Context: an optimization exercise on an open-source flow, tuned for small area. The choices shown serve that exercise and are no tape-out recipe. The RTL was checked by simulation tests, not by an equivalence proof against the original design. The flow treats the clock pin as an ideal source. Dropping or thinning the clock tree relies on that and would not hold on a real chip. Power and IR drop assume default switching activity.

exp/harbor:
Design controllerModule, start of the top module:
module controllerModule(B0, B1, B2, B3, RST, _4BCD, Q1, Q2, Q3, Q4, CLK);
   input B0, B1, B2, B3, RST, CLK;
   output [15:0] _4BCD;
   output reg [3:0] Q1, Q2, Q3, Q4;
   reg Load_q;
   wire Load  = B0 | B1 | B2 | B3;
   wire Press = Load & ~Load_q;
   wire z1 = ~(Q1[3] | Q1[2] | Q1[1] | Q1[0]);
   wire z2 = ~(Q2[3] | Q2[2] | Q2[1] | Q2[0]);
   wire z3 = ~(Q3[3] | Q3[2] | Q3[1] | Q3[0]);
   wire z4 = ~(Q4[3] | Q4[2] | Q4[1] | Q4[0]);
   wire d1 = ~Load & ~(z1 & z2 & z3 & z4);
   wire d2 = d1 & z1;
   wire d3 = d2 & z2;
   wire d4 = d3 & z3;
   function [3:0] tdec;
      input [3:0] q;
      tdec = {~q[0] & ~q[1] & ~q[2],
              ~q[0] & ~q[1] & (q[2] | q[3]),
              ~q[0] & (q[1] | q[2] | q[3]),
              1'b1};
   endfunction
   function [3:1] tup2;
      input [3:0] q;
      tup2 = {q[1] & q[2] | q[3], q[1], ~q[3]};
   endfunction
   function [3:0] tup5;
      input [3:0] q;
      tup5 = {q[3] | ~q[2] & q[1] & q[0] | q[2] & ~q[1] & ~q[0],
              ~(q[3] & ~q[0] | ~q[2] & q[1] & q[0]),
              q[0] & ~q[2] & ~q[3] | ~q[0] & (q[1] & q[2] | q[3]),
              1'b1};
   endfunction
   wire t5 = B0 | B1;
   wire cT = t5 & (Q2[3] | Q2[2] & (Q2[1] | Q2[0]));
   wire e1 = B0 ? cT : B1 & ~cT;
   wire e2 = ~B0 & (B1 ? cT : B2);
   wire e5 = ~B0 & ~B1 & ~B2;
   wire h9 = Q3[3] & Q3[0];
   wire cH = e1 & h9 | e2 & Q3[3] | e5 & (Q3[3] | Q3[2] & (Q3[1] | Q3[0]));
   wire k9 = Q4[3] & Q4[0];
   wire S = Press & cH & k9;
   wire [3:0] a2 = {4{t5}} & tup5(Q2);
   wire u3 = e2 | e1 & Q3[0];
  ...
Settings: LEC_CHECK=0, CAP_MARGIN=20, CORE_MARGIN=2, CORE_UTILIZATION=40, CTS_BUF_LIST=sky130_fd_sc_hd__clkbuf_4, SLEW_MARGIN=20; clock period 20.0 ns.
standard.sh (not shown) runs the stock make flow with config.mk's settings and CLKGATE_MAP_FILE= SYNTH_SCRIPT=/design/flow/synth_recipe.tcl, a recipe that flattens the netlist after the stock synthesis.
==> flow/flow/run.sh <==
#!/bin/bash
# Own layout flow: the standard ORFS flow, with three changes that only
# affect how the layout is made:
#  - ABC maps the logic with an area-oriented script (flow/abc_area.script)
#    instead of the speed script (the clock period leaves plenty of slack);
#  - every input and output port still gets its own buffer, but a buf_1;
#  - the clock tree uses small clock buffers (CTS_BUF_LIST in config.mk).
set -euo pipefail
W=$(pwd)
rm -rf "$W/scripts"
cp -r "$FLOW_HOME/scripts" "$W/scripts"
cp "$W/flow/abc_area.script" "$W/scripts/abc_speed.script"
export SCRIPTS_DIR="$W/scripts"
export BUFFER_PORTS_ARGS="-buffer_cell sky130_fd_sc_hd__buf_1"
export CTS_ARGS="-buf_list sky130_fd_sc_hd__clkbuf_4 -root_buf sky130_fd_sc_hd__clkbuf_4 -dont_use_dummy_load -repair_clock_nets"
bash standard.sh > "$W/standard.log" 2>&1
==> flow/flow/abc_area.script <==
strash
&get -n
&deepsyn -T 30
&put
dch -f
&get -n
&nf -a -R 1000
&put
exp/harbor has completed all stages; timing, DRC and antenna checks passed.
Relative to exp/harbor, the following input files were edited for exp/cedar:
Settings: CORE_UTILIZATION removed (was 40); CORE_MARGIN removed (was 2); CORE_AREA newly set to 2 2 66 66; DIE_AREA newly set to 0 0 68 68.
Across both runs, slew at the pin closest to its max-slew limit was lower for exp/cedar than for exp/harbor. exp/harbor → exp/cedar: sum of routed wire length over all layers climbed 2.7%, critical path depth climbed 1.
The following lists how exp/fjord was set up differently from exp/cedar:
Settings: changing CTS_BUF_LIST from sky130_fd_sc_hd__clkbuf_4 to sky130_fd_sc_hd__clkbuf_8.
--- a/flow/flow/run.sh
+++ b/flow/flow/run.sh
@@ -15 +15,2 @@
-export CTS_ARGS="-buf_list sky130_fd_sc_hd__clkbuf_4 -root_buf sky130_fd_sc_hd__clkbuf_4 -dont_use_dummy_load -repair_clock_nets"
+export CTS_ARGS="-buf_list sky130_fd_sc_hd__clkbuf_8 -root_buf sky130_fd_sc_hd__clkbuf_8 -dont_use_dummy_load -repair_clock_nets"
+export POST_CTS_TCL="$W/flow/post_cts.tcl"
==> flow/flow/post_cts.tcl (new file) <==
# Collapse the clock tree to its root buffer: the design has only 17 registers,
# which one clock buffer drives within the slew limit.
set block [ord::get_db_block]
set root [$block findInst clkbuf_0_CLK]
set root_net [[$root findITerm X] getNet]
foreach inst [$block getInsts] {
  set name [$inst getName]
  if { $inst eq $root } { continue }
  if { ![string match "clkbuf_*" $name] } { continue }
  set in_net [[$inst findITerm A] getNet]
  if { $in_net eq "NULL" || [$in_net getName] ne [$root_net getName] } { continue }
  set onet [[$inst findITerm X] getNet]
  foreach it [$onet getITerms] {
    if { [[$it getInst] getName] eq $name } { continue }
    $it disconnect
    $it connect $root_net
  }
  [$inst findITerm A] disconnect
  [$inst findITerm X] disconnect
  odb::dbInst_destroy $inst
  odb::dbNet_destroy $onet
  puts "post_cts: removed clock buffer $name"
}
detailed_placement
check_placement -verbose
estimate_parasitics -placement
report_clock_min_period
### Flow results
Per the comparison of exp/fjord with exp/cedar, number of global-route vias before repair climbed 13%; share of cell area taken by flip-flops and latches went down 0.64 points; final area now sits higher. Net switching power figure across exp/cedar and exp/fjord: no real change. Between exp/cedar and exp/fjord, combinational fraction of design power is lower for exp/cedar, exp/fjord comes in above that. What exp/fjord reported for combinational power has to be multiplied by 0.929 to get the figure for exp/cedar. Re clock buffer and inverter area fraction after layout: exp/fjord is 0.81 points down on exp/cedar. Non-clock inverter total of the final layout on exp/fjord is up relative to exp/cedar.
For exp/lagoon, these inputs were changed with respect to exp/fjord:
Settings: CORE_MARGIN newly set to 2; CORE_AREA removed (was 2 2 66 66); CORE_UTILIZATION newly set to 40; CTS_BUF_LIST changed from sky130_fd_sc_hd__clkbuf_8 to sky130_fd_sc_hd__clkbuf_4; DIE_AREA removed (was 0 0 68 68).
--- a/flow/flow/run.sh
+++ b/flow/flow/run.sh
@@ -16 +15,0 @@
-export POST_CTS_TCL="$W/flow/post_cts.tcl"
removed: flow/flow/post_cts.tcl
==> results.txt <==
Cmp exp/lagoon and exp/fjord / number of cells traversed by the worst register-to-register path / higher: exp/lagoon
exp/lagoon and exp/fjord ended up with nearly the same worst-case clock skew.
Power density relative to cell area ended up 9.1 nW/um^2 higher on exp/lagoon than on exp/fjord.
exp/lagoon vs exp/fjord: final RePlAce weighted congestion down
exp/fjord was larger in final cell area than exp/lagoon.
Setup changes, exp/lagoon to exp/violet
Settings: CTS_CLUSTER_SIZE: unset -> 30; CTS_CLUSTER_DIAMETER: unset -> 200.
--- a/flow/flow/run.sh
+++ b/flow/flow/run.sh
@@ -15 +14,0 @@
-export CTS_ARGS="-buf_list sky130_fd_sc_hd__clkbuf_8 -root_buf sky130_fd_sc_hd__clkbuf_8 -dont_use_dummy_load -repair_clock_nets"
Findings:
- Cmp exp/violet and exp/lagoon / hold slack / lower: exp/lagoon
- Sort exp/violet and exp/lagoon by slew at the pin closest to its max-slew limit asc -> top: exp/violet
- exp/violet: multi-input gate share of total cell area is 0.51 points higher than what exp/lagoon reported.
- exp/violet vs. exp/lagoon: share of the clock period used by the worst path after layout went down by 0.27 points, design area went down by about 1%, wire length went down by 33 um.

## afterwards: timing with drivers on the ports
In the flow no input, the clock included, has a driving cell. The finished layouts below were timed again as built, in two steps. Step 1 sets driving cells, clkbuf_16 on the clock port and buf_2 on the other inputs (assumed; they add their load-dependent delay and slew). Step 2 also shifts input and output timing later by t, the mid clock arrival at the registers, as if the neighbouring blocks saw the same clock. Three values: ideal ports, drivers, drivers and shift; two values: the first two.
| run | t, ns | slack for setup (ns) | slew at the worst register clock pin (ns) |
|---|---|---|---|
| exp/harbor | 0.305 | 12.531 / 12.529 / 12.224 | 0.10 / 0.10 |
| exp/cedar | 0.309 | 12.249 / 12.248 / 11.939 | 0.11 / 0.11 |
| exp/fjord | 0.190 | 12.016 / 12.019 / 11.829 | 0.11 / 0.11 |
| exp/lagoon | 0.276 | 12.278 / 12.284 / 12.008 | 0.06 / 0.06 |
| exp/violet | 0.315 | 12.331 / 12.332 / 12.018 | 0.10 / 0.10 |
After both steps every run listed still meets setup and hold. For exp/violet, which loses most, drivers alone change the setup slack by +0.001 ns; drivers and shift together by -0.313 ns.
